This design comes from an exercise in tuning for small area on the open sky130 flow, not from production work. Function was checked by simulation only, so behaviour that the tests miss may differ from the original. The clock port is modelled as an ideal driver; clocking choices that lean on that would not hold on a real chip. Power is estimated from default activity; no workload was simulated.

<file path="flow/flow/run.sh">
#!/bin/bash
# Own layout flow: the standard layout (standard.sh), with three changes:
#  - synthesis maps logic with an area-oriented ABC script (flow/area.abc) and
#    skips ORFS's half/full-adder extraction; everything before and after the
#    ABC call (fsm/share skipped, flip-flop mapping, flatten, renames) is the
#    standard synthesis script unchanged, so the registers are the same;
#  - ports are buffered with sky130_fd_sc_hd__buf_1;
#  - the clock tree is built by flow/manual_cts.tcl before CTS (four
#    clkbuf_16, each driving the flip-flops of one quarter of the placement),
#    and TritonCTS is told to leave the clock net alone.
# Each tool's full output goes to the ORFS logs; make's output to flow_make.log.
set -euo pipefail
W=$PWD
F=$W/flow
# the standard synthesis script, with ORFS's synth.tcl replaced by a copy
# that takes its ABC script from MY_ABC_SCRIPT
sed "s#^source \$::env(SCRIPTS_DIR)/synth.tcl\$#source $W/my_synth.tcl#" synth_recipe.tcl > my_synth_recipe.tcl
grep -q "my_synth.tcl" my_synth_recipe.tcl
awk '{print} /^source \$::env\(SCRIPTS_DIR\)\/synth_preamble.tcl$/ {print "if { [env_var_exists_and_non_empty MY_ABC_SCRIPT] } { lset abc_args 1 $::env(MY_ABC_SCRIPT) }"}' \
    "$FLOW_HOME/scripts/synth.tcl" > my_synth.tcl
grep -q "MY_ABC_SCRIPT" my_synth.tcl
CTS="-sink_clustering_enable -repair_clock_nets -dont_use_dummy_load -buf_list {$(cat $F/cts_bufs.txt)} $(cat $F/cts_args.txt)"
bash standard.sh \
    SYNTH_SCRIPT=$W/my_synth_recipe.tcl MY_ABC_SCRIPT=$F/area.abc ADDER_MAP_FILE= \
    "BUFFER_PORTS_ARGS=-buffer_cell sky130_fd_sc_hd__buf_1" \
    "CTS_ARGS=$CTS" PRE_CTS_TCL=$F/manual_cts.tcl \
    finish > $W/flow_make.log 2>&1
test -s out/final.def
</file>
<file path="flow/flow/area.abc">
strash
ifraig
dc2
dch -f
amap
strash
dch -f
amap
strash
dch -f
amap
topo
</file>
<file path="flow/flow/cts_args.txt">
-sink_clustering_size 30 -sink_clustering_max_diameter 100
</file>
<file path="flow/flow/cts_bufs.txt">
sky130_fd_sc_hd__clkbuf_4
</file>
<file path="flow/flow/manual_cts.tcl">
# Manual clock tree: the flip-flops are split into NCLK groups by placement
# (halves by x, then halves by y), each driven by one clock buffer placed at
# its group's centre; the clock port drives only those buffers.
proc manual_clock_tree { bufmaster nx ny } {
  set db [ord::get_db]
  set block [ord::get_db_block]
  set clknet [$block findNet clk]
  set master [$db findMaster $bufmaster]
  set pts {}
  foreach it [$clknet getITerms] {
    set inst [$it getInst]
    set loc [$inst getLocation]
    lappend pts [list $it [lindex $loc 0] [lindex $loc 1]]
  }
  set groups {}
  set byx [lsort -integer -index 1 $pts]
  set n [llength $byx]
  for {set i 0} {$i < $nx} {incr i} {
    set part [lrange $byx [expr {$i * $n / $nx}] [expr {($i + 1) * $n / $nx - 1}]]
    set byy [lsort -integer -index 2 $part]
    set m [llength $byy]
    for {set j 0} {$j < $ny} {incr j} {
      lappend groups [lrange $byy [expr {$j * $m / $ny}] [expr {($j + 1) * $m / $ny - 1}]]
    }
  }
  set k 0
  foreach g $groups {
    set sx 0; set sy 0
    foreach p $g { set sx [expr {$sx + [lindex $p 1]}]; set sy [expr {$sy + [lindex $p 2]}] }
    set cx [expr {$sx / [llength $g]}]; set cy [expr {$sy / [llength $g]}]
    set buf [odb::dbInst_create $block $master clkbuf_manual_$k]
    set net [odb::dbNet_create $block clknet_manual_$k]
    $net setSigType CLOCK
    [$buf findITerm A] connect $clknet
    [$buf findITerm X] connect $net
    foreach p $g { set it [lindex $p 0]; $it disconnect; $it connect $net }
    $buf setLocation $cx $cy
    $buf setPlacementStatus PLACED
    incr k
  }
  puts "manual clock tree: $k buffers of $bufmaster"
}
manual_clock_tree sky130_fd_sc_hd__clkbuf_16 2 2
set_cts_config -skip_nets clk
</file>
<file path="flow/standard.sh">
#!/bin/bash
# synth_recipe.tcl (not shown) runs the flow's synth.tcl, then flattens the netlist and writes it again
# the make line also repeats each setting of config.mk as NAME=value (left out here)
make -C /OpenROAD-flow-scripts/flow DESIGN_CONFIG=/design/flow/config.mk WORK_HOME=/design/flow/orfs CLKGATE_MAP_FILE= SYNTH_SCRIPT=/design/flow/synth_recipe.tcl "${@:-finish}"
</file>
<file path="flow/config.mk">
export PLATFORM = sky130hd
export DESIGN_NAME = LCD_Keypad_Top
export DESIGN_NICKNAME = LCD_Keypad_Top
export VERILOG_FILES = /design/flow/design.v
export SDC_FILE = /design/flow/constraint.sdc
export NUM_CORES = 4
export LEC_CHECK = 0
export ABC_AREA = 1
export CAP_MARGIN = 20
export CORE_MARGIN = 2
export CORE_UTILIZATION = 40
export SLEW_MARGIN = 20
</file>
<file path="flow/constraint.sdc">
create_clock -name core_clock -period 10.0 [get_ports {clk}]
set_input_delay 2.0000 -clock core_clock [delete_from_list [all_inputs] [get_ports {clk}]]
set_output_delay 2.0000 -clock core_clock [all_outputs]
set_load 0.01 [all_outputs]
</file>
<file path="flow/design.v">
`timescale 1ns / 1ps
module LCD_Keypad_Top (clk, rst, data, rs, rw, e,
                       row, col, anode, seven_seg, PIN, key_flag);
input wire clk, rst;
input [3:0] row;
output [3:0] col;
output wire [7:0] data;
output wire [3:0] anode;
output wire [6:0] seven_seg;
output wire [1:0] PIN;
output wire rs, rw, e;
output wire key_flag;
localparam [111:0] SEG_TAB = 112'b1000010_0110000_0111000_0000001_0110001_0001100_0000000_0001111_1100000_0100000_0100100_1001100_0001000_0000110_0010010_1001111;    
localparam [127:0] ASCII_TAB = 128'h44454630433938374236353441333231;  
localparam [127:0] START_MSG = 128'hxx4e4950206769642034207265746e45;
localparam [127:0] MATCH_MSG = 128'h64656b636f6c6e5520736920726f6f44;
localparam [127:0] INVAL_MSG = 128'h20202020204e49502064696c61766e49;
reg [3:0] rsh;
always @(posedge clk) rsh <= {rsh[2:0], rst};
wire reset = &rsh;
localparam KS_INIT = 2'd0, KS_WAIT = 2'd1, KS_READ = 2'd2, KS_SHIFT = 2'd3;
reg [1:0] ks;
reg [9:0] kc;
reg [1:0] ct;            
reg kv;                  
reg [3:0] ki;            
wire k_wait = (ks == KS_WAIT);
wire k_read = (ks == KS_READ);
wire k_flag = (k_wait & (kc[1] & ~kc[2] & ~kc[3] & kc[5] & ~kc[6] & ~kc[8])) | (k_read & (~kc[0] & ~kc[1] & ~kc[2] & ~kc[3] & kc[4] & kc[5] & ~kc[6] & ~kc[7] & kc[9]));
wire [3:0] kbase = (row == 4'b1110) ? 4'd12 :
                   (row == 4'b1101) ? 4'd8 :
                   (row == 4'b1011) ? 4'd4 :
                   (row == 4'b0111) ? 4'd0 : row;
always @(posedge clk) begin
    if (reset | k_flag | ~(k_wait | k_read))
        kc <= 10'd0;
    else
        kc <= {~kc[8], ~kc[7], ~kc[6], ~kc[5], ~kc[4], ~kc[3], ~kc[2], ~kc[1], ~kc[0], ~(~kc[9] ^ kc[6])};
end
always @(posedge clk) begin
    if (reset) begin
        ks <= KS_INIT;
        kv <= 1'b0;
    end else begin
        case (ks)
            KS_INIT: begin
                ct <= 2'd0;
                ks <= KS_WAIT;
            end
            KS_WAIT: if (k_flag) ks <= KS_READ;
            KS_READ: begin
                kv <= (row != 4'b1111);
                ki <= kbase + {2'b00, ct};
                if (k_flag) ks <= KS_SHIFT;
            end
            KS_SHIFT: begin
                ct <= ct + 2'd1;
                ks <= KS_WAIT;
            end
        endcase
    end
end
assign col = ~(4'b1000 >> ct);
assign seven_seg = kv ? SEG_TAB[7*ki +: 7] : 7'b1100010;
reg [4:0] kb0, kb1;
reg kflag;
always @(posedge clk) begin
    kb0 <= {kv, ki};
    kb1 <= kb0;
    kflag <= ~reset & kb1[4];
end
assign key_flag = kflag;
reg [8:0] dc;
reg co;
reg [1:0] sel;
wire dv_t = (~dc[0] & dc[1] & dc[2] & dc[3] & dc[4] & dc[5] & ~dc[6] & ~dc[7] & ~dc[8]);
always @(posedge clk) begin
    if (reset | dv_t)
        dc <= 9'd0;
    else
        dc <= {~dc[7], ~dc[6], ~dc[5], ~dc[4], ~dc[3], ~dc[2], ~dc[1], ~dc[0], ~(dc[8] ^ dc[4])};
    if (reset) begin
        co <= 1'b0;
        sel <= 2'd0;
    end else if (dv_t) begin
        co <= ~co;
        if (~co) sel <= sel + 2'd1;
    end
end
assign anode = ~(4'b1000 >> sel);
reg [7:0] ldata;
reg le, lf, lx;
reg [14:0] lc;
reg start_out;
wire lD = ~le & ~lf & ~lx;
wire lrs = ~ldata[7] & (ldata[6] | ldata[5]);
wire lflag = lD & (lrs ? (lc[0] & ~lc[1] & lc[2] & lc[3] & lc[4] & ~lc[5] & ~lc[6] & ~lc[7] & lc[8] & ~lc[9] & lc[11] & ~lc[12] & ~lc[13] & ~lc[14]) :
                   ldata[2] ? (lc[0] & lc[11] & lc[14]) :
                   (ldata[1] | ldata[0]) ? (lc[0] & ~lc[1] & ~lc[2] & ~lc[3] & ~lc[4] & lc[5] & lc[6] & ~lc[8] & ~lc[14]) : 1'b1);
wire cap = lf & start_out;
reg [7:0] dw;
always @(posedge clk) begin
    if (~lD | lflag)
        lc <= 15'd0;
    else
        lc <= {~lc[13], ~lc[12], ~lc[11], ~lc[10], ~lc[9], ~lc[8], ~lc[7], ~lc[6], ~lc[5], ~lc[4], ~lc[3], ~lc[2], ~lc[1], ~lc[0], ~(lc[14] ^ ~lc[13])};
    if (reset) begin
        ldata <= 8'd0;
        le <= 1'b1;
        lf <= 1'b1;
        lx <= 1'b0;
    end else begin
        if (cap) ldata <= dw;
        le <= le ^ lx;
        lf <= (lf & ~cap) | (~le & lx);
        lx <= ~lx & (le ? ~lf : lflag);
    end
end
assign data = ldata;
assign rs = lrs;
assign e = le;
assign rw = 1'b0;
localparam S_INIT = 4'd0, S_ENTER = 4'd1, S_SHIFT = 4'd2, S_LOAD = 4'd3, S_KEY = 4'd4,
           S_IDLE = 4'd5, S_HOME = 4'd6, S_MATCH = 4'd7, S_INVAL = 4'd8, S_DONE = 4'd9;
reg [3:0] st;
reg [3:0] cnt;
reg ready;
reg [1:0] bst;           
reg [18:0] bc;
reg [1:0] pin_idx;
reg pin_f, pin_ok;
wire kf = kflag;
wire [4:0] kin = kb1;
wire pin_flag = (pin_idx == 2'd0);
wire s_load = (st == S_LOAD);
wire idle_flag = ((st == S_IDLE) & ~pin_flag) | s_load;
wire complete = (st == S_DONE) & ~reset;
wire count_flag = ((st == S_INIT)  & cnt[2] & cnt[1]) |
                  ((st == S_ENTER) & (&cnt[3:0])) |
                  ((st == S_SHIFT) & cnt[0]) |
                  ((st == S_HOME)  & cnt[1]) |
                  ((st == S_MATCH) & cap & (&cnt)) |
                  ((st == S_INVAL) & cap & (&cnt)) |
                  ((st == S_KEY)   & cnt[0]);
wire wait_flag = bst[0];
wire read = ready & kf;
wire bc_t = (~bc[0] & bc[1] & bc[2] & bc[3] & bc[4] & ~bc[5] & bc[6] & ~bc[7] & ~bc[8] & bc[9] & bc[10] & bc[11] & ~bc[12] & ~bc[13] & bc[14] & bc[15] & bc[16] & ~bc[17] & bc[18]);
wire pin_hit = kin[4] & (kin[3:0] == (~pin_f ? 4'd3 :
                                      ~pin_idx[1] ? 4'd13 :   
                                      pin_idx[0] ? 4'd4 :    
                                                   4'd10));   
wire check_PIN = pin_flag & pin_ok;
reg [7:0] dw_n;
always @(*) begin
    case (st)
        S_INIT:
            case (cnt[2:0])
                3'd3: dw_n = 8'h01;
                3'd4: dw_n = 8'h02;
                3'd5: dw_n = 8'h06;
                default: dw_n = 8'hxx;
            endcase
        S_ENTER: dw_n = START_MSG[8*cnt +: 8];
        S_SHIFT: dw_n = 8'hC6;
        S_LOAD:  dw_n = kin[4] ? ASCII_TAB[8*kin[3:0] +: 8] : 8'h3F;
        S_KEY:   dw_n = dw;
        S_HOME:  dw_n = 8'h02;
        S_MATCH: dw_n = MATCH_MSG[8*cnt +: 8];
        S_INVAL: dw_n = INVAL_MSG[8*cnt +: 8];
        S_IDLE, S_DONE: dw_n = 8'h00;
        default: dw_n = 8'hxx;
    endcase
end
always @(posedge clk) begin
    start_out <= lf & ~idle_flag & ~complete;
    ready <= ~((kf | wait_flag) & s_load);
    dw <= dw_n;
    if (reset)
        cnt <= 4'd3;
    else if (count_flag | idle_flag)
        cnt <= 4'd0;
    else if (cap)
        cnt <= cnt + 4'd1;
    if (reset)
        bst <= 2'b00;
    else begin
        case (bst)
            2'b00: if (read) bst <= 2'b01;
            2'b01: if (bc_t) bst <= 2'b11;
            default: bst <= kf ? 2'b01 : 2'b00;
        endcase
    end
    if (bst == 2'b01)
        bc <= {~bc[17], ~bc[16], ~bc[15], ~bc[14], ~bc[13], ~bc[12], ~bc[11], ~bc[10], ~bc[9], ~bc[8], ~bc[7], ~bc[6], ~bc[5], ~bc[4], ~bc[3], ~bc[2], ~bc[1], ~bc[0], ~(bc[18] ^ ~bc[5])};
    else
        bc <= 19'd0;
    if (reset) begin
        pin_f <= 1'b0;
        pin_idx <= 2'd3;
    end else if (read & s_load) begin
        pin_f <= 1'b1;
        if (pin_f) pin_idx <= {pin_idx[1] & pin_idx[0], ~pin_idx[0]};
        pin_ok <= (pin_ok | ~pin_f) & pin_hit;
    end
    if (reset)
        st <= S_INIT;
    else begin
        case (st)
            S_INIT:  if (count_flag) st <= S_ENTER;
            S_ENTER: if (count_flag) st <= S_SHIFT;
            S_SHIFT: if (count_flag) st <= S_LOAD;
            S_LOAD:  if (read) st <= S_KEY;
            S_KEY:   if (count_flag) st <= S_IDLE;
            S_IDLE:  if (pin_flag) st <= S_HOME;
                     else if (ready) st <= S_LOAD;
            S_HOME:  if (count_flag) st <= check_PIN ? S_MATCH : S_INVAL;
            S_MATCH: if (count_flag) st <= S_DONE;
            S_INVAL: if (count_flag) st <= S_DONE;
            S_DONE:  st <= S_DONE;
            default: st <= 4'bxxxx;
        endcase
    end
end
assign PIN = pin_idx;
endmodule
</file>
==> results of run 1 <==
==> cell families after synthesis <==
kind of cell           after synthesis  synth area share, %
DFF                                115                55.15
and+or+nand+nor                    236                22.45
AOI/OAI and AO/OA                  121                17.59
other                                1              0.08433
buffers and inverters               55                4.727
==> worst max-delay path, cell delays in order <==
cell and delay [ns]:
buf_1 0.12, clkinv_1 0.12, nor2_1 0.19, clkinv_1 0.14
nor3_1 0.33, nor4_1 0.11, nand2_1 0.09, o21ai_0 0.13
o21ai_0 0.25, nand2_1 0.12, nand2_1 0.08, o21ai_0 0.07
==> report_power, final <==
part	leakage (nW)	total, W	internal (W)	switching (W)
clock	0.0493	0.000183	0.0000740	0.000109
combinational	0.718	0.000517	0.000190	0.000327
sequential	0.989	0.000794	0.000667	0.000128
total	1.76	0.00149	0.000931	0.000563
==> synthesized netlist by cell type (2+ instances only) <==
cell	n	area, um2
nand2b_1	2	12.51
or2_0	4	25.02
nand4_1	6	37.54
nor2_1	142	533.0
nand3_1	5	25.02
dfxtp_1	100	2002
a31oi_1	15	93.84
a32o_1	2	20.02
nor2b_1	2	12.51
o311a_1	2	20.02
a2111oi_0	3	26.28
and3_1	2	12.51
o32a_1	2	20.02
a21oi_1	21	105.1
nor3_1	23	115.1
o32ai_1	2	17.52
a211oi_1	7	52.55
nor4_1	6	37.54
o21a_1	8	60.06
o22ai_1	4	25.02
clkinv_1	54	202.7
edfxtp_1	15	450.4
nand2_1	37	138.9
or3_1	5	31.28
a22oi_1	8	60.06
o21ai_0	35	175.2
==> worst max path at each step <==
stage | from | end | slack [ns] | cells past startpoint
floorplan | row[0] | ki[3] | 6.43 | 11
global placement | row[0] | ki[3] | 6.22 | 12
detailed placement | row[0] | ki[3] | 5.99 | 12
CTS | row[0] | ki[3] | 5.99 | 12
global route | row[0] | ki[3] | 5.89 | 12
finish | row[0] | ki[3] | 6.17 | 12
==> metal layers <==
metal / wire length, um / up-vias / track usage, %
li1: - / 1924 / -
met1: 4239 / 1724 / 20.30
met2: 4047 / 85 / 25.49
met3: 435 / 12 / 1.363
met4: 172 / 0 / 2.893
met5: 0 / - / 0
==> registers in the layout (all words and copies together) (netlist names), 2 cells and up <==
name and cells:
bc 19, bst 2, cnt 4, ct 2, dc 9, dw 8
kb0 5, kb1 5, kc 10, ki 4, ks 2, lc 15
ldata 8, pin_idx 2, rsh 4, sel 2, st 4
==> cell type report <==
type / instances / area share, %
tap: 140 / 3.609
multi-input combinational: 358 / 36.76
sequential: 115 / 50.53
inverter: 54 / 4.176
timing repair buffer: 35 / 2.862
buffer: 4 / 2.062
==> metrics by stage <==
stage          total power, W  hold slack [ns]  worst slack, ns
6_report             0.001494           0.3360            6.172
5_1_grt              0.001621           0.3505            5.887
4_1_cts              0.001470           0.3121            5.991
3_5_place_dp         0.001324           0.3121            5.989
3_3_place_gp         0.001312           0.3109            6.219
2_1_floorplan        0.001162           0.3096            6.427
==> impl_metrics.prom, run 1 <==
# TYPE chip_impl_metric gauge
chip_impl_info{name="run_status",value="no timing/DRC/antenna violations"} 1
chip_impl_metric{name="crit_required",unit="ns"} 9.92
chip_impl_metric{name="detail_route.first_pass.iterations",unit=""} 5
chip_impl_metric{name="timing.final.crit_share",unit="%"} 38.28
chip_impl_metric{name="finalWirelength",unit="mm"} 8.894
chip_impl_metric{name="layout_cells_sized_above_1",unit="%"} 1.060
chip_impl_metric{name="finalMaxSlewViolations",unit=""} 0
chip_impl_metric{name="synth-edff-count",unit=""} 15
chip_impl_metric{name="synthCells",unit=""} 528
chip_impl_metric{name="vias",unit=""} 3745
chip_impl_metric{name="num-nets-final",unit=""} 574
chip_impl_metric{name="synth.lib_cells_used.distinct",unit=""} 42
chip_impl_info{name="mostFrequentLayoutCell",value="nor2_1"} 1
chip_impl_metric{name="floorplan.die.height",unit="um"} 109.4
chip_impl_metric{name="pin_count_of_the_biggest_net_entering_global_routing",unit=""} 30
chip_impl_metric{name="synth_seq_cells",unit=""} 115
chip_impl_metric{name="antenna_violations_before_repair",unit=""} 0
chip_impl_metric{name="final.min_clock_period",unit="ns"} 3.828
chip_impl_metric{name="critical_path.max_fanout",unit=""} 3
chip_impl_metric{name="share_of_synthesized_area_occupied_by_flip_flops_and_latches",unit="%"} 55.15
chip_impl_metric{name="seqCellArea",unit="um2"} 2452
chip_impl_metric{name="post_placement_cell_area",unit="um2"} 4753
chip_impl_metric{name="post-dp-hpwl",unit="mm"} 6.758
chip_impl_metric{name="num_rows",unit=""} 38
chip_impl_metric{name="fin_cells",unit=""} 706
chip_impl_metric{name="port-buffer-count",unit=""} 33
chip_impl_metric{name="globalplace.congestion",unit=""} 0.8888
chip_impl_metric{name="number_of_diodes",unit=""} 0
chip_impl_metric{name="final_antenna_net_count",unit=""} 0
chip_impl_info{name="crit_type",value="input pin to register"} 1
chip_impl_metric{name="vdd_drop_max",unit="mV"} 0.1230
chip_impl_metric{name="multi_input_comb_area",unit="um2"} 1784
chip_impl_metric{name="worst_slew_pin_slew",unit="ns"} 0.9218
chip_impl_info{name="min-delay-path-class",value="register to register"} 1
chip_impl_metric{name="postCtsSetupRepairBufs",unit=""} 0
chip_impl_metric{name="num_io_pins",unit=""} 35
chip_impl_metric{name="insertion_delay",unit="ns"} 0.17
chip_impl_metric{name="postSynthNetCount",unit=""} 534
chip_impl_metric{name="routedWlPerCell",unit="um"} 12.60
chip_impl_metric{name="worstHoldPathCells",unit=""} 0
chip_impl_metric{name="arrival_time_at_the_worst_endpoint",unit="ns"} 3.75
chip_impl_info{name="timing.hold.worst_endpoint",value="kb1[4]"} 1
chip_impl_metric{name="headroom_to_the_max_slew_limit",unit="%"} 38.08
chip_impl_metric{name="synthArstFlopShare",unit="%"} 0
chip_impl_metric{name="timing.final.setup_violations",unit=""} 0
chip_impl_info{name="worstSetupStartpointType",value="input pin"} 1
chip_impl_metric{name="max_cap_violations",unit=""} 0
chip_impl_metric{name="initial_core_util",unit="%"} 41.02
chip_impl_metric{name="timing.setup.tns",unit="ns"} 0
chip_impl_metric{name="postLayoutCoreUtil",unit="%"} 44.77
chip_impl_metric{name="mappedNetlistArea",unit="um2"} 4447
chip_impl_metric{name="placeableCoreArea",unit="um2"} 10840
chip_impl_info{name="hold_path.startpoint",value="kb0[4]"} 1
chip_impl_info{name="r2r_start",value="st[2]"} 1
chip_impl_metric{name="drt-initial-drc-count",unit=""} 208
chip_impl_metric{name="clk_transition_reported_paths",unit="ns"} 0.10
chip_impl_metric{name="report.final.hold_viol_count",unit=""} 0
chip_impl_metric{name="remaining_drc_errors",unit=""} 0
chip_impl_metric{name="worst_r2r_path_depth",unit=""} 11
chip_impl_metric{name="chipWidth",unit="um"} 109.4
chip_impl_metric{name="synthToLayoutAreaGrowth",unit="%"} 9.145
chip_impl_metric{name="average_vias_per_placed_instance",unit=""} 5.305
chip_impl_metric{name="p_per_area",unit="nW/um2"} 307.8
chip_impl_metric{name="wire_length_of_the_first_global_routing_pass",unit="mm"} 14.97
chip_impl_metric{name="cts_hold_buffers",unit=""} 0
chip_impl_metric{name="r2r_setup_slack",unit="ns"} 7.01
chip_impl_metric{name="fmaxAchievable",unit="GHz"} 0.2613
chip_impl_metric{name="power.static_leakage",unit="nW"} 1.756
chip_impl_metric{name="stdcell_area",unit="um2"} 4853
chip_impl_metric{name="synthesis.yosys.warnings",unit=""} 1
chip_impl_info{name="timing.critical_path.to_type",value="register"} 1
chip_impl_metric{name="grt_use_total",unit="%"} 14.79
chip_impl_metric{name="fp.dieArea",unit="um2"} 11980
chip_impl_info{name="grt_setup_unrepaired",value="false"} 1
chip_impl_metric{name="postCtsResizedCells",unit=""} 0
chip_impl_metric{name="first_global_vias",unit=""} 3312
chip_impl_metric{name="dp.cells",unit=""} 702
chip_impl_metric{name="finalClockSkew",unit="ns"} 0.01040
chip_impl_metric{name="syn_area_per_cell",unit="um2"} 8.422
chip_impl_info{name="commonest_non_fill_non_tap_cells_in_the_layout",value="nor2_1 (142), dfxtp_1 (100), clkinv_1 (54)"} 1
chip_impl_metric{name="gr-total-overflow",unit=""} 0
chip_impl_metric{name="fill_cells",unit=""} 1092
chip_impl_info{name="capture_point_of_the_worst_reg_to_reg_path",value="cnt[2]"} 1
chip_impl_info{name="primary_flip_flop_cell_chosen_by_synthesis_mapping",value="dfxtp_1"} 1
==> run 2: changes to the inputs <==
==> flow/flow/area.abc (replaced) <==
strash
ifraig
dc2
&get -n
&deepsyn -T 120 -I 4
&put
dch -f
amap
strash
dch -f
amap
topo
==> impl_metrics.prom, run 2 <==
# TYPE chip_impl_metric gauge
chip_impl_metric{name="synthArstFlopShare",unit="%"} 0
chip_impl_metric{name="finalClockSkew",unit="ns"} 0.01544
chip_impl_metric{name="timing.final.setup_violations",unit=""} 0
chip_impl_metric{name="worst_slew_pin_slew",unit="ns"} 0.9803
chip_impl_info{name="post-synth-top-count-cell",value="nor2_1"} 1
chip_impl_metric{name="num_rows",unit=""} 38
chip_impl_metric{name="post-dp-hpwl",unit="mm"} 6.377
chip_impl_info{name="timing.critical_path.to_type",value="output port"} 1
chip_impl_metric{name="postCtsResizedCells",unit=""} 0
chip_impl_metric{name="report.final.hold_viol_count",unit=""} 0
chip_impl_info{name="mostFrequentLayoutCell",value="nor2_1"} 1
chip_impl_metric{name="worst_r2r_path_depth",unit=""} 12
chip_impl_metric{name="crit_required",unit="ns"} 8.00
chip_impl_metric{name="remaining_drc_errors",unit=""} 0
chip_impl_metric{name="final_antenna_net_count",unit=""} 0
chip_impl_metric{name="timing.final.crit_share",unit="%"} 36.90
chip_impl_metric{name="gr-total-overflow",unit=""} 0
chip_impl_metric{name="drt-initial-drc-count",unit=""} 232
chip_impl_metric{name="number_of_diodes",unit=""} 0
chip_impl_info{name="commonest_non_fill_non_tap_cells_in_the_layout",value="nor2_1 (133), dfxtp_1 (100), clkinv_1 (59)"} 1
chip_impl_info{name="top_regs",value="bc: 19 flops, lc: 15 flops, kc: 10 flops"} 1
chip_impl_metric{name="floorplan.die.height",unit="um"} 108.4
chip_impl_metric{name="detail_route.first_pass.iterations",unit=""} 5
chip_impl_metric{name="share_of_synthesized_area_occupied_by_flip_flops_and_latches",unit="%"} 56.26
chip_impl_metric{name="vias",unit=""} 3618
chip_impl_metric{name="first_global_vias",unit=""} 3322
chip_impl_metric{name="r2r_setup_slack",unit="ns"} 6.91
chip_impl_metric{name="synthesis.yosys.warnings",unit=""} 1
chip_impl_info{name="register_with_the_most_flip_flops",value="bc"} 1
chip_impl_metric{name="fmaxAchievable",unit="GHz"} 0.2710
chip_impl_metric{name="post_placement_cell_area",unit="um2"} 4651
chip_impl_metric{name="layout_cells_sized_above_1",unit="%"} 0.7246
chip_impl_metric{name="headroom_to_the_max_slew_limit",unit="%"} 32.96
chip_impl_metric{name="timing.setup.tns",unit="ns"} 0
chip_impl_metric{name="num-nets-final",unit=""} 560
chip_impl_metric{name="largest_register_ffs",unit=""} 19
chip_impl_metric{name="critical_path.max_fanout",unit=""} 5
chip_impl_metric{name="syn_area_per_cell",unit="um2"} 8.448
chip_impl_metric{name="cts_hold_buffers",unit=""} 0
chip_impl_metric{name="synth-edff-count",unit=""} 15
chip_impl_metric{name="synthToLayoutAreaGrowth",unit="%"} 8.984
chip_impl_metric{name="stdcell_area",unit="um2"} 4751
chip_impl_metric{name="num_io_pins",unit=""} 35
chip_impl_metric{name="postCtsSetupRepairBufs",unit=""} 0
chip_impl_metric{name="chipWidth",unit="um"} 108.4
chip_impl_metric{name="pin_count_of_the_biggest_net_entering_global_routing",unit=""} 31
chip_impl_metric{name="synth_seq_cells",unit=""} 115
chip_impl_metric{name="insertion_delay",unit="ns"} 0.17
chip_impl_metric{name="postSynthNetCount",unit=""} 522
chip_impl_metric{name="mappedNetlistArea",unit="um2"} 4359
chip_impl_metric{name="average_vias_per_placed_instance",unit=""} 5.228
chip_impl_metric{name="clk_transition_reported_paths",unit="ns"} 0.11
chip_impl_metric{name="placeableCoreArea",unit="um2"} 10750
chip_impl_metric{name="initial_core_util",unit="%"} 40.57
chip_impl_metric{name="fp.dieArea",unit="um2"} 11750
chip_impl_info{name="worstSetupStartpointType",value="register"} 1
chip_impl_metric{name="worstHoldPathCells",unit=""} 0
chip_impl_info{name="crit_type",value="register to output port"} 1
chip_impl_metric{name="synth_largest_type_area_fraction",unit="%"} 45.92
chip_impl_metric{name="antenna_violations_before_repair",unit=""} 0
chip_impl_metric{name="finalMaxSlewViolations",unit=""} 0
chip_impl_metric{name="wire_length_of_the_first_global_routing_pass",unit="mm"} 14.86
chip_impl_metric{name="arrival_time_at_the_worst_endpoint",unit="ns"} 1.69
chip_impl_metric{name="globalplace.congestion",unit=""} 0.8868
chip_impl_metric{name="routedWlPerCell",unit="um"} 12.32
chip_impl_info{name="synth.top_cells.by_area",value="dfxtp_1 (46%), nor2_1 (11%), edfxtp_1 (10%)"} 1
chip_impl_metric{name="port-buffer-count",unit=""} 33
chip_impl_metric{name="power.static_leakage",unit="nW"} 1.772
chip_impl_metric{name="synth.lib_cells_used.distinct",unit=""} 40
chip_impl_info{name="netlist_top_cells_count",value="nor2_1 (133), dfxtp_1 (100), clkinv_1 (59)"} 1
chip_impl_metric{name="vdd_drop_max",unit="mV"} 0.1294
chip_impl_metric{name="max_cap_violations",unit=""} 0
chip_impl_metric{name="fill_cells",unit=""} 1090
chip_impl_metric{name="synthCells",unit=""} 516
chip_impl_info{name="min-delay-path-class",value="register to register"} 1
chip_impl_info{name="run_status",value="no timing/DRC/antenna violations"} 1
chip_impl_metric{name="final.min_clock_period",unit="ns"} 3.690
chip_impl_info{name="grt_setup_unrepaired",value="false"} 1
chip_impl_info{name="primary_flip_flop_cell_chosen_by_synthesis_mapping",value="dfxtp_1"} 1
chip_impl_metric{name="p_per_area",unit="nW/um2"} 298.2
chip_impl_metric{name="finalWirelength",unit="mm"} 8.527
chip_impl_metric{name="grt_use_total",unit="%"} 14.83
chip_impl_info{name="yosys.area.top_type",value="dfxtp_1"} 1
run 2: cell types whose count changed after synthesis, moves of 7 or more:
cell	before	now
a31oi_1	15	3
o21ai_0	35	26
nand2_1	37	53
nor2_1	142	133
o22ai_1	4	15
nor3_1	23	16
run 2: final cells by class:
cell class / instances / area (um2) / area share, %
sequential: 115 / 2452 / 51.62
buffer: 4 / 100.1 / 2.107
timing repair buffer: 33 / 123.9 / 2.607
inverter: 59 / 221.5 / 4.662
multi-input combinational: 341 / 1678 / 35.32
tap: 140 / 175.2 / 3.687
run 2: power by group:
part	switching [W]	leakage (nW)	total (W)	internal, W
Combinational	0.000300	0.739	0.000476	0.000176
Clock	0.000108	0.0493	0.000182	0.0000740
Sequential	0.000111	0.983	0.000758	0.000647
run 2: cell families after synthesis:
family | synth area share, %
other | 0.08603
AOI/OAI and AO/OA | 16.10
DFF | 56.26
buffers and inverters | 5.253
and+or+nand+nor | 22.30
run 2: metrics by stage:
stage | total power (W) | std cells | setup slack [ns] | hold slack, ns | util, %
after floorplan | 0.001100 | 516 | 6.686 | 0.3096 | -
after detailed placement | 0.001243 | 688 | 6.524 | 0.3121 | 43.28
final | 0.001416 | 692 | 6.310 | 0.3291 | 44.21
after CTS | 0.001391 | 692 | 6.522 | 0.3121 | 44.21
after global routing | 0.001534 | 692 | 6.173 | 0.3367 | 44.21
after global placement | 0.001232 | 688 | 6.590 | 0.3097 | 43.28
run 2: final timing paths:
kind / startpoint / to
hold reg to reg: kb0[3] / kb1[3]
setup / recovery: ki[2] / seven_seg[0]
hold / removal: kb0[3] / kb1[3]
setup reg to reg: cnt[0] / st[2]
run 2: critical path, cell delays in order (launching register included):
cell and delay [ns]:
edfxtp_1 0.43, clkinv_1 0.11, nor2_1 0.07, nand2_1 0.06, nand2_1 0.07, o21ai_0 0.11, o21ai_0 0.19, o32ai_1 0.31
buf_1 0.18
run 2: routing by layer:
| layer | wire (um) | vias to the layer above | part of all wire [%] | track usage (%) |
|---|---|---|---|---|
| li1 | - | 1846 | - | - |
| met1 | 3985 | 1673 | 47 | 20.10 |
| met2 | 4017 | 88 | 47 | 26.46 |
| met3 | 398 | 11 | 4.7 | 1.145 |
| met4 | 125 | 0 | 1.5 | 2.106 |
| met5 | 0 | - | 0 | 0 |
==> run 3: changes to the inputs <==
==> flow/flow/area.abc (replaced) <==
strash
ifraig
dc2
&get -n
&deepsyn -T 120 -I 8
&put
dch -f
amap
strash
dch -f
amap
topo
==> impl_metrics.prom, run 3 <==
# TYPE chip_impl_metric gauge
chip_impl_info{name="run_status",value="no timing/DRC/antenna violations"} 1
chip_impl_metric{name="synthArstFlopShare",unit="%"} 0
chip_impl_metric{name="share_of_total_power_consumed_by_net_switching",unit="%"} 36.66
chip_impl_info{name="yosys.area.top_type",value="dfxtp_1"} 1
chip_impl_metric{name="synthToLayoutAreaGrowth",unit="%"} 8.984
chip_impl_metric{name="p_per_area",unit="nW/um2"} 298.2
chip_impl_metric{name="postCtsResizedCells",unit=""} 0
chip_impl_info{name="grt.busiest_layer",value="met2"} 1
chip_impl_metric{name="fill_cells",unit=""} 1090
chip_impl_metric{name="first_global_vias",unit=""} 3322
chip_impl_metric{name="power.combinational.fraction",unit="%"} 33.6
chip_impl_metric{name="synth_compound_area_share",unit="%"} 16.10
chip_impl_metric{name="report.final.hold_viol_count",unit=""} 0
chip_impl_info{name="critical_path.cell_chain",value="clkinv_1, nor2_1, nand2_1, nand2_1, o21ai_0, o21ai_0, o32ai_1, buf_1"} 1
chip_impl_metric{name="average_vias_per_placed_instance",unit=""} 5.228
chip_impl_metric{name="antenna_violations_before_repair",unit=""} 0
chip_impl_metric{name="largest_register_ffs",unit=""} 19
chip_impl_metric{name="insertion_delay",unit="ns"} 0.17
chip_impl_metric{name="synthCells",unit=""} 516
chip_impl_info{name="grt_setup_unrepaired",value="false"} 1
chip_impl_metric{name="headroom_to_the_max_slew_limit",unit="%"} 32.96
chip_impl_metric{name="post-route-worst-setup-slack",unit="ns"} 6.310
chip_impl_metric{name="mappedNetlistArea",unit="um2"} 4359
chip_impl_metric{name="power.static_leakage",unit="nW"} 1.772
chip_impl_metric{name="placeableCoreArea",unit="um2"} 10750
chip_impl_metric{name="total_power",unit="W"} 0.001416
chip_impl_metric{name="floorplan.die.height",unit="um"} 108.4
chip_impl_metric{name="crit_required",unit="ns"} 8.00
chip_impl_metric{name="number_of_diodes",unit=""} 0
chip_impl_metric{name="wire_length_of_the_first_global_routing_pass",unit="mm"} 14.86
chip_impl_metric{name="postSynthNetCount",unit=""} 522
chip_impl_metric{name="chipWidth",unit="um"} 108.4
chip_impl_metric{name="grt_use_total",unit="%"} 14.83
chip_impl_metric{name="met3_track_demand_over_resource",unit="%"} 1.145
chip_impl_metric{name="synth.lib_cells_used.distinct",unit=""} 40
chip_impl_metric{name="final_antenna_net_count",unit=""} 0
chip_impl_metric{name="postLayoutCoreUtil",unit="%"} 44.21
chip_impl_metric{name="synth_fa_ha_area_share",unit="%"} 0
chip_impl_metric{name="crit_path_max_incr_delay",unit="ns"} 0.43
chip_impl_metric{name="timing.final.crit_share",unit="%"} 36.90
chip_impl_metric{name="syn_area_per_cell",unit="um2"} 8.448
chip_impl_metric{name="timing.setup.tns",unit="ns"} 0
chip_impl_metric{name="finalClockSkew",unit="ns"} 0.01544
chip_impl_metric{name="timing.final.setup_violations",unit=""} 0
chip_impl_metric{name="critical_path.max_fanout",unit=""} 5
chip_impl_info{name="worstSetupStartpointType",value="register"} 1
chip_impl_info{name="commonest_non_fill_non_tap_cells_in_the_layout",value="nor2_1 (133), dfxtp_1 (100), clkinv_1 (59)"} 1
chip_impl_info{name="top_regs",value="bc: 19 flops, lc: 15 flops, kc: 10 flops"} 1
chip_impl_metric{name="port-buffer-count",unit=""} 33
chip_impl_info{name="min-delay-path-class",value="register to register"} 1
chip_impl_metric{name="gr-total-overflow",unit=""} 0
chip_impl_metric{name="num_io_pins",unit=""} 35
chip_impl_metric{name="clk_transition_reported_paths",unit="ns"} 0.11
chip_impl_metric{name="share_clk_of_total_power",unit="%"} 12.8
chip_impl_metric{name="routedWlPerCell",unit="um"} 12.32
chip_impl_metric{name="fp.dieArea",unit="um2"} 11750
chip_impl_info{name="mostFrequentLayoutCell",value="nor2_1"} 1
chip_impl_metric{name="vias",unit=""} 3618
chip_impl_metric{name="worst_slew_pin_slew",unit="ns"} 0.9803
chip_impl_metric{name="layout_cells_sized_above_1",unit="%"} 0.7246
chip_impl_metric{name="finalWirelength",unit="mm"} 8.527
chip_impl_info{name="cp_slowest_cell",value="edfxtp_1"} 1
chip_impl_metric{name="synthXorXnorAreaFrac",unit="%"} 0
chip_impl_metric{name="initial_core_util",unit="%"} 40.57
chip_impl_metric{name="vdd_drop_max",unit="mV"} 0.1294
chip_impl_metric{name="pin_count_of_the_biggest_net_entering_global_routing",unit=""} 31
chip_impl_metric{name="postCtsSetupRepairBufs",unit=""} 0
chip_impl_metric{name="post_synth_and_or_nand_nor_area_fraction",unit="%"} 22.30
chip_impl_metric{name="cts_hold_buffers",unit=""} 0
chip_impl_metric{name="fmaxAchievable",unit="GHz"} 0.2710
chip_impl_info{name="main_combinational_cell_family_by_area_after_synthesis",value="simple AND/OR/NAND/NOR gates"} 1
chip_impl_metric{name="max_cap_violations",unit=""} 0
chip_impl_info{name="netlist_top_cells_count",value="nor2_1 (133), dfxtp_1 (100), clkinv_1 (59)"} 1
chip_impl_metric{name="netSwitchingPower",unit="W"} 0.0005192
chip_impl_metric{name="drt-initial-drc-count",unit=""} 232
chip_impl_info{name="crit_type",value="register to output port"} 1
chip_impl_info{name="synth.top_cells.by_area",value="dfxtp_1 (46%), nor2_1 (11%), edfxtp_1 (10%)"} 1
chip_impl_info{name="register_with_the_most_flip_flops",value="bc"} 1
chip_impl_metric{name="post-dp-hpwl",unit="mm"} 6.377
chip_impl_metric{name="synth_largest_type_area_fraction",unit="%"} 45.92
chip_impl_info{name="primary_flip_flop_cell_chosen_by_synthesis_mapping",value="dfxtp_1"} 1
chip_impl_metric{name="final.min_clock_period",unit="ns"} 3.690
chip_impl_metric{name="globalplace.congestion",unit=""} 0.8868
chip_impl_metric{name="synth.mux.area_fraction",unit="%"} 0
chip_impl_metric{name="share_seq_of_total_power",unit="%"} 53.5
chip_impl_metric{name="grt_util_met1",unit="%"} 20.10
chip_impl_metric{name="cell_internal_pwr",unit="W"} 0.0008972
chip_impl_metric{name="num-nets-final",unit=""} 560
chip_impl_metric{name="global_route_met2_usage",unit="%"} 26.46
chip_impl_info{name="timing.critical_path.to_type",value="output port"} 1
chip_impl_info{name="post-synth-top-count-cell",value="nor2_1"} 1
chip_impl_metric{name="synth_seq_cells",unit=""} 115
chip_impl_metric{name="arrival_time_at_the_worst_endpoint",unit="ns"} 1.69
chip_impl_metric{name="remaining_drc_errors",unit=""} 0
chip_impl_metric{name="synthesis.yosys.warnings",unit=""} 1
chip_impl_metric{name="detail_route.first_pass.iterations",unit=""} 5
chip_impl_metric{name="finalMaxSlewViolations",unit=""} 0
chip_impl_metric{name="synth-edff-count",unit=""} 15
chip_impl_metric{name="dp_slack",unit="ns"} 6.524
chip_impl_metric{name="num_rows",unit=""} 38
chip_impl_metric{name="share_of_synthesized_area_occupied_by_flip_flops_and_latches",unit="%"} 56.26
run 3: cell counts after synthesis:
No cell type changed its count.
run 3: worst paths after layout:
path               start           end  slack [ns]  cells after the start
hold / removal    kb0[3]        kb1[3]        0.33                      0
setup / recovery   ki[2]  seven_seg[0]        6.31                      8
setup reg to reg  cnt[0]         st[2]        6.91                     12
hold reg to reg   kb0[3]        kb1[3]        0.33                      0
run 3: final cells by class:
type | instances | area (um2) | area share [%]
inverter | 59 | 221.5 | 4.662
sequential | 115 | 2452 | 51.62
multi-input combinational | 341 | 1678 | 35.32
buffer | 4 | 100.1 | 2.107
tap | 140 | 175.2 | 3.687
timing repair buffer | 33 | 123.9 | 2.607
run 3: kinds of logic (layout without fill, tap and decap cells):
| family | after synthesis | after routing |
|---|---|---|
| buf+inv | 60 | 96 |
| flops | 115 | 115 |
| other cells | 1 | 1 |
| compound gates | 106 | 106 |
| simple gates | 234 | 234 |
run 3: worst max-delay path, delay by kind of cell (launching register included):
kind,cells,cell delay [ns]
buffers and inverters,2,0.29
and+or+nand+nor,3,0.20
DFF,1,0.43
AOI/OAI and AO/OA,3,0.61
run 3: through the flow:
stage	hold slack [ns]	instances	instance area [um2]
6_report	0.3291	692	4751
3_5_place_dp	0.3121	688	4651
2_1_floorplan	0.3096	516	4359
5_1_grt	0.3367	692	4751
4_1_cts	0.3121	692	4751
3_3_place_gp	0.3097	688	4651
run 3: power by group through the flow:
stage	Clock (W)	Sequential (W)	Combinational [W]
2_1_floorplan	0	0.000746	0.000354
3_3_place_gp	0	0.000765	0.000467
3_5_place_dp	0	0.000768	0.000475
4_1_cts	0.000142	0.000770	0.000478
5_1_grt	0.000207	0.000779	0.000548
6_report	0.000182	0.000758	0.000476
run 3: metal layers:
layer  part of all wire [%]  wire [um]  vias up
met5                      0          0        -
li1                       -          -     1846
met3                    4.7        398       11
met1                     47       3985     1673
met2                     47       4017       88
met4                    1.5        125        0

-- what the ideal ports hide --
Ports are ideal in the flow. The routed layouts listed here were re-timed in OpenROAD. Step 1 (the two cells are an assumption about what drives the block):
set clk [get_ports {clk}]
set_driving_cell -lib_cell sky130_fd_sc_hd__clkbuf_16 $clk
set_driving_cell -lib_cell sky130_fd_sc_hd__buf_2 [delete_from_list [all_inputs] $clk]
Step 2 times the ports against the registers' clock, not the clock port: input delays grow and output delays shrink by t, the midpoint of the rising clock arrivals with the driver on. a / b / c = ideal / step 1 / step 2; a / b = the first two.
| run | t (ns) | setup WS [ns] | worst setup path after step 2 | worst register clock-pin slew, ns |
|---|---|---|---|---|
| run 1 | 0.244 | 6.172 / 6.233 / 5.989 | input to register | 0.11 / 0.11 |
| run 2 | 0.242 | 6.310 / 6.231 / 6.473 | register to output | 0.11 / 0.11 |
| run 3 | 0.242 | 6.310 / 6.231 / 6.473 | register to output | 0.11 / 0.11 |
After both steps setup and hold are still met in every run listed. For run 1, which loses most, drivers alone change the setup slack by +0.061 ns; drivers and shift together by -0.183 ns.
